This is an optimization exercise on Yosys and OpenROAD, whose aim is small area and a short achievable clock period, not a production implementation. Where RTL was checked, it was by simulation tests only, not by an equivalence proof against the original.

==> flow/design.v (excerpt) <==
module fir(
    input clk,
    input signed [15:0] noisy_signal,
    output signed [15:0] filtered_signal
);
export LEC_CHECK = 0
export CAP_MARGIN = 20
export CORE_ASPECT_RATIO = 2.0
export CORE_MARGIN = 2
export CORE_UTILIZATION = 58
export CTS_CLUSTER_DIAMETER = 100
export CTS_CLUSTER_SIZE = 25
export SETUP_SLACK_MARGIN = 3.8
export SLEW_MARGIN = 20
export SYNTH_HIERARCHICAL = 1
export SYNTH_MINIMUM_KEEP_SIZE = 0
create_clock -name core_clock -period 6.0 [get_ports {clk}]
run.sh (not shown) runs the stock make flow with config.mk's settings and CLKGATE_MAP_FILE= SYNTH_SCRIPT=/design/flow/synth_recipe.tcl, a recipe that flattens the netlist after the stock synthesis.
Rerun with:
- CORE_ASPECT_RATIO: 2.0 -> unset
- CORE_UTILIZATION: 58 -> 62
Result:
- The new run completed with no timing, DRC or antenna violations
- wire length is lower by roughly a tenth
- design area falls slightly
- clock-buffer cell count does not change
- cell count barely changes
- sequential share of layout area goes up by 0.11 points
- die area falls by a few percent
- global-route usage falls by 0.91 points
- worst setup slack gains 11 ps
- worst hold slack gets better by 7.9 ps

---

Setup of the reference run:
Another version of the RTL of fir (not shown whole).
For scale: about 1400 cells after synthesis, roughly 410 flip-flops.
clock: 6.0 ns
lec_check: 0
cap_margin: 20
core_margin: 2
core_utilization: 65
cts_cluster_diameter: 100
cts_cluster_size: 30
setup_slack_margin: 3.7
slew_margin: 20
synth_hierarchical: 1
synth_minimum_keep_size: 0
Edits applied to the flow inputs when going from the reference run to the trial run:
Settings: CTS_BUF_LIST: unset -> sky130_fd_sc_hd__clkbuf_4 sky130_fd_sc_hd__clkbuf_8; CTS_CLUSTER_DIAMETER: 100 -> unset; CTS_CLUSTER_SIZE: 30 -> unset.
The trial run completed every stage of the flow, and the final layout passed the timing, design-rule and antenna checks.
Overall die area came out exactly the same in the reference run and the trial run.
Diff the trial run..the reference run | number of sequential storage elements | negligible
Going from the reference run to the trial run, minimum clock period after layout grows by 0.011 ns.
Final standard cell area without fillers delta (the trial run − the reference run): unfavourable
Taking the reference run as the reference point, the met2 track demand over resource of the trial run rises by 1.3 points.
As far as number of buffers on the longest clock path goes, the reference run and the trial run are indistinguishable; the numbers are identical.
Comparing the reference run and the trial run, sequential share of layout area is lower on the trial run.
On count of cell instances traversed by the critical path, the higher figure sits with the trial run, not the reference run.
No run of this note included a check of the RTL's function; only the layout flow was run.

---

Another version of the RTL of fir (not shown whole).
For scale: about 1400 cells after synthesis, ~33 I/O pins, about 0.021 mm^2 of cells after synthesis.
Settings: LEC_CHECK=0, CAP_MARGIN=20, CORE_MARGIN=2, CORE_UTILIZATION=40, SETUP_SLACK_MARGIN=3.5, SLEW_MARGIN=20, SYNTH_HIERARCHICAL=1, SYNTH_MINIMUM_KEEP_SIZE=0; clock period 6.0 ns.
Next try:
- CORE_UTILIZATION: 40 -> 60
- SETUP_SLACK_MARGIN: 3.5 -> 3.0
Result: Die area drops by 33%. Non-clock buffer count went down by 85. Sequential share of layout area came out higher by 1.1 points. Cell count goes down by 14%. Global-route usage went up by 9.2 points. Final area falls by 6.1%. Worst setup slack degrades by 0.28 ns. Sequential cell count is unchanged. Core utilization rises by 20 points.

---

fir, a different RTL version from the one above (not shown whole).
Size: ~540 flip-flops, roughly 33 I/O pins, about 22000 sq um of cells after synthesis.
==> flow/config.mk <==
export PLATFORM = sky130hd
export DESIGN_NAME = fir
export DESIGN_NICKNAME = fir
export VERILOG_FILES = /design/flow/design.v
export SDC_FILE = /design/flow/constraint.sdc
export NUM_CORES = 4
export LEC_CHECK = 0
export CAP_MARGIN = 20
export CORE_MARGIN = 2
export CORE_UTILIZATION = 58
export CTS_CLUSTER_DIAMETER = 100
export CTS_CLUSTER_SIZE = 25
export SETUP_SLACK_MARGIN = 3.8
export SLEW_MARGIN = 20
export SYNTH_HIERARCHICAL = 1
export SYNTH_MINIMUM_KEEP_SIZE = 0
==> flow/constraint.sdc <==
create_clock -name core_clock -period 6.0 [get_ports {clk}]
set_input_delay 1.2000 -clock core_clock [delete_from_list [all_inputs] [get_ports {clk}]]
set_output_delay 1.2000 -clock core_clock [all_outputs]
set_load 0.01 [all_outputs]
Edit:
CORE_UTILIZATION = 65   (was 58)
Effect: Worst setup slack improved by 0.0098 ns; via count rose by about 2%; wire length goes down by 2.8%; global-route usage climbs by 1.9 points; clock skew fell by 0.0039 ns; cell area is about the same; synthesized area is unchanged; synthesized cell count stays the same.
Edit:
CORE_UTILIZATION = 72   (was 65)
CTS_CLUSTER_SIZE = 20   (was 25)
SETUP_SLACK_MARGIN = 3.9   (was 3.8)
Effect: The new run went through all stages and came out clean; global-route usage came out higher by 3.9 points; die area goes down by 9.5%; cell area grows by 1.4%; worst setup slack degrades by 0.043 ns; routed wire length rises by 6.8%; fmax drops by 1.9%; clock skew shrinks by 0.0036 ns; core utilization climbs by 8.4 points; flip-flop and latch count does not change.

---

Another version of the RTL of fir (not shown whole).
Size: about 1400 cells after synthesis, ~410 flip-flops, ~33 I/O pins.
clock: 6.0 ns
lec_check: 0
cap_margin: 20
core_margin: 2
core_utilization: 65
setup_slack_margin: 3.7
slew_margin: 20
synth_hierarchical: 1
synth_minimum_keep_size: 0
The baseline completed without violations.
Rerun with:
--- a/flow/config.mk
+++ b/flow/config.mk
@@ -9,5 +9,5 @@
 export CORE_MARGIN = 2
 export CORE_UTILIZATION = 65
-export SETUP_SLACK_MARGIN = 3.7
+export SETUP_SLACK_MARGIN = 4.0
 export SLEW_MARGIN = 20
 export SYNTH_HIERARCHICAL = 1
Effect:
- The changed run produced a clean layout
- fmax falls by 0.70%
- clock skew goes down by 5.1 ps
- cell count rises by 3.0%
- worst setup slack is worse by 18 ps
- hold slack hardly moves
- design area grows by 7.4%
No run of this note included a check of the RTL's function; only the layout flow was run.

---

Another version of the RTL of fir (not shown whole).
Size: about 1,400 cells after synthesis, about 400 flip-flops, about 33 I/O pins, roughly 0.020 mm^2 of cells after synthesis.
clock: 6.0 ns
lec_check: 0
cap_margin: 20
core_margin: 2
core_utilization: 65
cts_cluster_diameter: 100
cts_cluster_size: 20
setup_slack_margin: 3.7
slew_margin: 20
synth_hierarchical: 1
synth_minimum_keep_size: 0
==> next run, changes <==
Settings changed: CORE_UTILIZATION 65 to 78.
=> Now the flow did not get past global routing. Synthesized area is unchanged. Synthesized cell count is unchanged.

---

Setup of job 9074:
RTL: one of the versions met above, not the one the previous note started from.
Size: about 33 I/O pins, ~22000 um2 of cells after synthesis.
Settings: LEC_CHECK=0, CAP_MARGIN=20, CORE_MARGIN=2, CORE_UTILIZATION=58, CTS_CLUSTER_DIAMETER=100, CTS_CLUSTER_SIZE=25, PLACE_DENSITY=0.75, SETUP_SLACK_MARGIN=3.8, SLEW_MARGIN=20, SYNTH_HIERARCHICAL=1, SYNTH_MINIMUM_KEEP_SIZE=0; clock period 6.0 ns.
Input-level comparison between job 5700 and job 9074:
--- a/flow/config.mk
+++ b/flow/config.mk
@@ -12,4 +12,3 @@
 export CTS_CLUSTER_SIZE = 25
-export PLACE_DENSITY = 0.75
-export SETUP_SLACK_MARGIN = 3.8
+export SETUP_SLACK_MARGIN = 3.85
 export SLEW_MARGIN = 20
[summary]
Status: instance count after placement with tap cells included parity (job 5700, job 9074). Job 9074 -> job 5700: number of tap cells inserted delta 0, exact match. The worst slack at placement reported for job 5700 is smaller than that of job 9074 by 0.060 ns. Sort job 5700 and job 9074 by design area desc -> top: job 5700. Compared with job 9074, in job 5700 antenna diode count now sits at about the same level, area of the core region now sits at about the same level, final cell count now sits at about the same level, number of cells on the worst hold path now sits at about the same level, buffer count excluding the clock tree in the final layout now sits higher. As far as non-clock inverter instance count of the final layout goes, job 9074 and job 5700 are indistinguishable; the numbers are identical. Job 5700 vs job 9074, worst setup path endpoint: filtered_signal[7] vs filtered_signal[12]. Final critical-path required period for job 5700 is lower than for job 9074.
Edits applied to the flow inputs when going from job 5700 to job 5140:
--- a/flow/config.mk
+++ b/flow/config.mk
@@ -9,6 +9,6 @@
 export CORE_MARGIN = 2
-export CORE_UTILIZATION = 58
+export CORE_UTILIZATION = 65
 export CTS_CLUSTER_DIAMETER = 100
 export CTS_CLUSTER_SIZE = 25
-export SETUP_SLACK_MARGIN = 3.85
+export SETUP_SLACK_MARGIN = 3.8
 export SLEW_MARGIN = 20
### Flow results
- The final layouts of job 5140 and job 5700 pass the timing, design-rule and antenna checks.
- Reported for job 5140 and job 5700, pin count of the biggest net entering global routing turned out identical to the last digit.
- Summary of job 5140 over job 5700: number of distinct library cell variants in the gate-level netlist after synthesis roughly the same; fraction of final layout cells with drive strength greater than 1 did not really move; via count grew by 110; design area did not really move.
- Job 5700 → job 5140: max capacitance violation total did not really move, period utilization did not really move.

---

run A:
Starting RTL as in the previous note.
// fir
module fir(
    input clk,
    input signed [15:0] noisy_signal,
    output signed [15:0] filtered_signal
);
export LEC_CHECK = 0
export CAP_MARGIN = 20
export CORE_MARGIN = 2
export CORE_UTILIZATION = 52
export CTS_CLUSTER_DIAMETER = 100
export CTS_CLUSTER_SIZE = 25
export SETUP_SLACK_MARGIN = 3.8
export SLEW_MARGIN = 20
export SYNTH_HIERARCHICAL = 1
export SYNTH_MINIMUM_KEEP_SIZE = 0
create_clock -name core_clock -period 6.0 [get_ports {clk}]
In summary, run A completed successfully, with a layout that passed the timing, design-rule and antenna checks.
Inputs modified between run A and run B:
- CORE_UTILIZATION: 52 -> 58
- GPL_ROUTABILITY_DRIVEN: unset -> 0
Findings:
Timing, DRC, antenna: 0 failures across run A and run B. For the number of non-clock buffers in the layout, run B came in 2 lower than run A did. Of run A and run B, run B shows the higher wire length, with run A below it. Area growth from synthesis to final layout is higher on run A.
> inputs changed (run B -> run C)
- an added CORE_ASPECT_RATIO of 0.5
- a deleted GPL_ROUTABILITY_DRIVEN that had been 0
Findings:
Run C vs run B, destination of the critical timing path: filtered_signal[2] vs filtered_signal[7]. Tightest hold margin: run B vs run C, no meaningful difference. Between run C and run B, the global-route usage does not differ in any meaningful way.
Edits applied to the flow inputs when going from run C to run D:
- CORE_ASPECT_RATIO no longer set, was 0.5
### Flow results
Run D reached the end of the flow, and the finished layout is clean on the timing, design-rule and antenna checks.
Side by side, via count of the first global-routing pass turned out lower in run D than in run C.
Changes observed in run D relative to run C: first-pass detailed-route iteration total decreased by 1 relative to the old numbers; placeable core region moved up; setup slack now larger.
Total half-perimeter wirelength after legalization and detailed placement, run D vs run C: down by a few percent
The inputs of run E differ from those of run D as listed below.
- changing CTS_CLUSTER_DIAMETER from 100 to 60
- setting CTS_BUF_LIST to sky130_fd_sc_hd__clkbuf_16 sky130_fd_sc_hd__clkbuf_8 for the first time
[summary]
For the combined global-route utilization of all metal layers, run E came in 0.46 points higher than run D did. Measured against each other, run D and run E differ in met1 wire length, the higher figure coming from run E. Run D → run E: non-clock buffer count fell 2.4%.

---

== red ==
RTL: one of the versions met above, not the one the previous note started from.
For scale: roughly 1400 cells after synthesis, roughly 540 flip-flops, ~33 I/O pins, about 22000 sq um of cells after synthesis.
make LEC_CHECK=0 CAP_MARGIN=20 CORE_MARGIN=2 CORE_UTILIZATION=65 CTS_CLUSTER_DIAMETER=100 CTS_CLUSTER_SIZE=20 SETUP_SLACK_MARGIN=3.9 SLEW_MARGIN=20 SYNTH_HIERARCHICAL=1 SYNTH_MINIMUM_KEEP_SIZE=0 finish   # period 6.0 ns
red reached the end of the flow, and the finished layout is clean on the timing, design-rule and antenna checks.
The inputs of blue differ from those of red as listed below.
-- flow/config.mk --
<<< red, line 13
export SETUP_SLACK_MARGIN = 3.9
>>> blue, line 13
export SETUP_SLACK_MARGIN = 3.8
Findings:
Compared with red, in blue non-clock buffer contribution to total cell area decreased 0.41 points; count of clock-net buffers in the final layout saw little to no change. Against red, design area in blue fell slightly. Detail-routed via count per cell of blue exceeds that of red slightly.

---

fir again, from the RTL that the note above started with.
clock: 6.0 ns
lec_check: 0
cap_margin: 20
core_margin: 2
core_utilization: 65
cts_cluster_diameter: 100
cts_cluster_size: 20
setup_slack_margin: 3.7
slew_margin: 20
synth_hierarchical: 1
synth_minimum_keep_size: 0
The starting point finished clean.
Next try:
- SETUP_SLACK_MARGIN: 3.7 -> 4.0
- worst hold slack hardly moves
- non-clock buffer count grows by 35
- wire length increases by about 5%
- count of clock-buffer cells in the layout is unchanged

-- port drivers added, routing unchanged --
Ports are ideal in the flow. The routed layouts listed here were re-timed in OpenROAD.
Step 1, drivers: a clkbuf_16 drives clk and a buf_2 each remaining input, both assumed.
Step 2, shift: input delay + t, output delay - t, t = (earliest + latest rising clock arrival at the registers) / 2. This alone moves slack from input paths to output paths.
Three values: ideal ports, drivers, drivers and shift; two values: the first two.
| run | shift t [ns] | setup slack, ns | slew at the worst register clock pin (ns) | worst data-port slew with drivers (ns) |
|---|---|---|---|---|
| the first run of note 1 | 0.615 | 3.790 / 3.733 / 3.801 | 0.10 / 0.10 | 0.04 |
| the second run of note 1 | 0.603 | 3.801 / 3.747 / 3.860 | 0.10 / 0.10 | 0.06 |
| the reference run | 0.575 | 3.498 / 3.498 / 3.498 | 0.12 / 0.12 | 0.03 |
| the trial run | 0.663 | 3.487 / 3.487 / 3.487 | 0.06 / 0.06 | 0.03 |
| the first run of note 3 | 0.619 | 3.323 / 3.323 / 3.323 | 0.06 / 0.06 | 0.03 |
| the second run of note 3 | 0.611 | 3.048 / 3.048 / 3.048 | 0.07 / 0.07 | 0.03 |
| the first run of note 4 | 0.627 | 3.787 / 3.732 / 3.823 | 0.10 / 0.10 | 0.04 |
| the second run of note 4 | 0.619 | 3.797 / 3.746 / 3.812 | 0.10 / 0.10 | 0.04 |
| the third run of note 4 | 0.633 | 3.753 / 3.723 / 3.753 | 0.09 / 0.09 | 0.03 |
| the first run of note 5 | 0.586 | 3.427 / 3.427 / 3.427 | 0.06 / 0.06 | 0.04 |
| the second run of note 5 | 0.599 | 3.409 / 3.409 / 3.409 | 0.07 / 0.07 | 0.03 |
| the first run of note 6 | 0.605 | 3.477 / 3.477 / 3.477 | 0.09 / 0.09 | 0.04 |
| job 9074 | 0.603 | 3.800 / 3.747 / 3.833 | 0.10 / 0.10 | 0.05 |
| job 5700 | 0.606 | 3.803 / 3.751 / 3.855 | 0.10 / 0.10 | 0.07 |
| job 5140 | 0.599 | 3.804 / 3.752 / 3.841 | 0.10 / 0.10 | 0.04 |
| run A | 0.609 | 3.796 / 3.742 / 3.848 | 0.10 / 0.10 | 0.06 |
| run B | 0.601 | 3.804 / 3.752 / 3.846 | 0.10 / 0.10 | 0.06 |
| run C | 0.630 | 3.796 / 3.737 / 3.820 | 0.11 / 0.11 | 0.04 |
| run D | 0.601 | 3.804 / 3.752 / 3.846 | 0.10 / 0.10 | 0.06 |
| run E | 0.601 | 3.824 / 3.772 / 3.842 | 0.09 / 0.09 | 0.06 |
| red | 0.623 | 3.790 / 3.738 / 3.811 | 0.09 / 0.09 | 0.04 |
| blue | 0.632 | 3.778 / 3.726 / 3.819 | 0.09 / 0.09 | 0.04 |
| the first run of note 10 | 0.623 | 3.754 / 3.735 / 3.754 | 0.09 / 0.09 | 0.04 |
| the second run of note 10 | 0.621 | 3.788 / 3.736 / 3.835 | 0.09 / 0.09 | 0.04 |
After both steps every run listed still meets setup and hold.
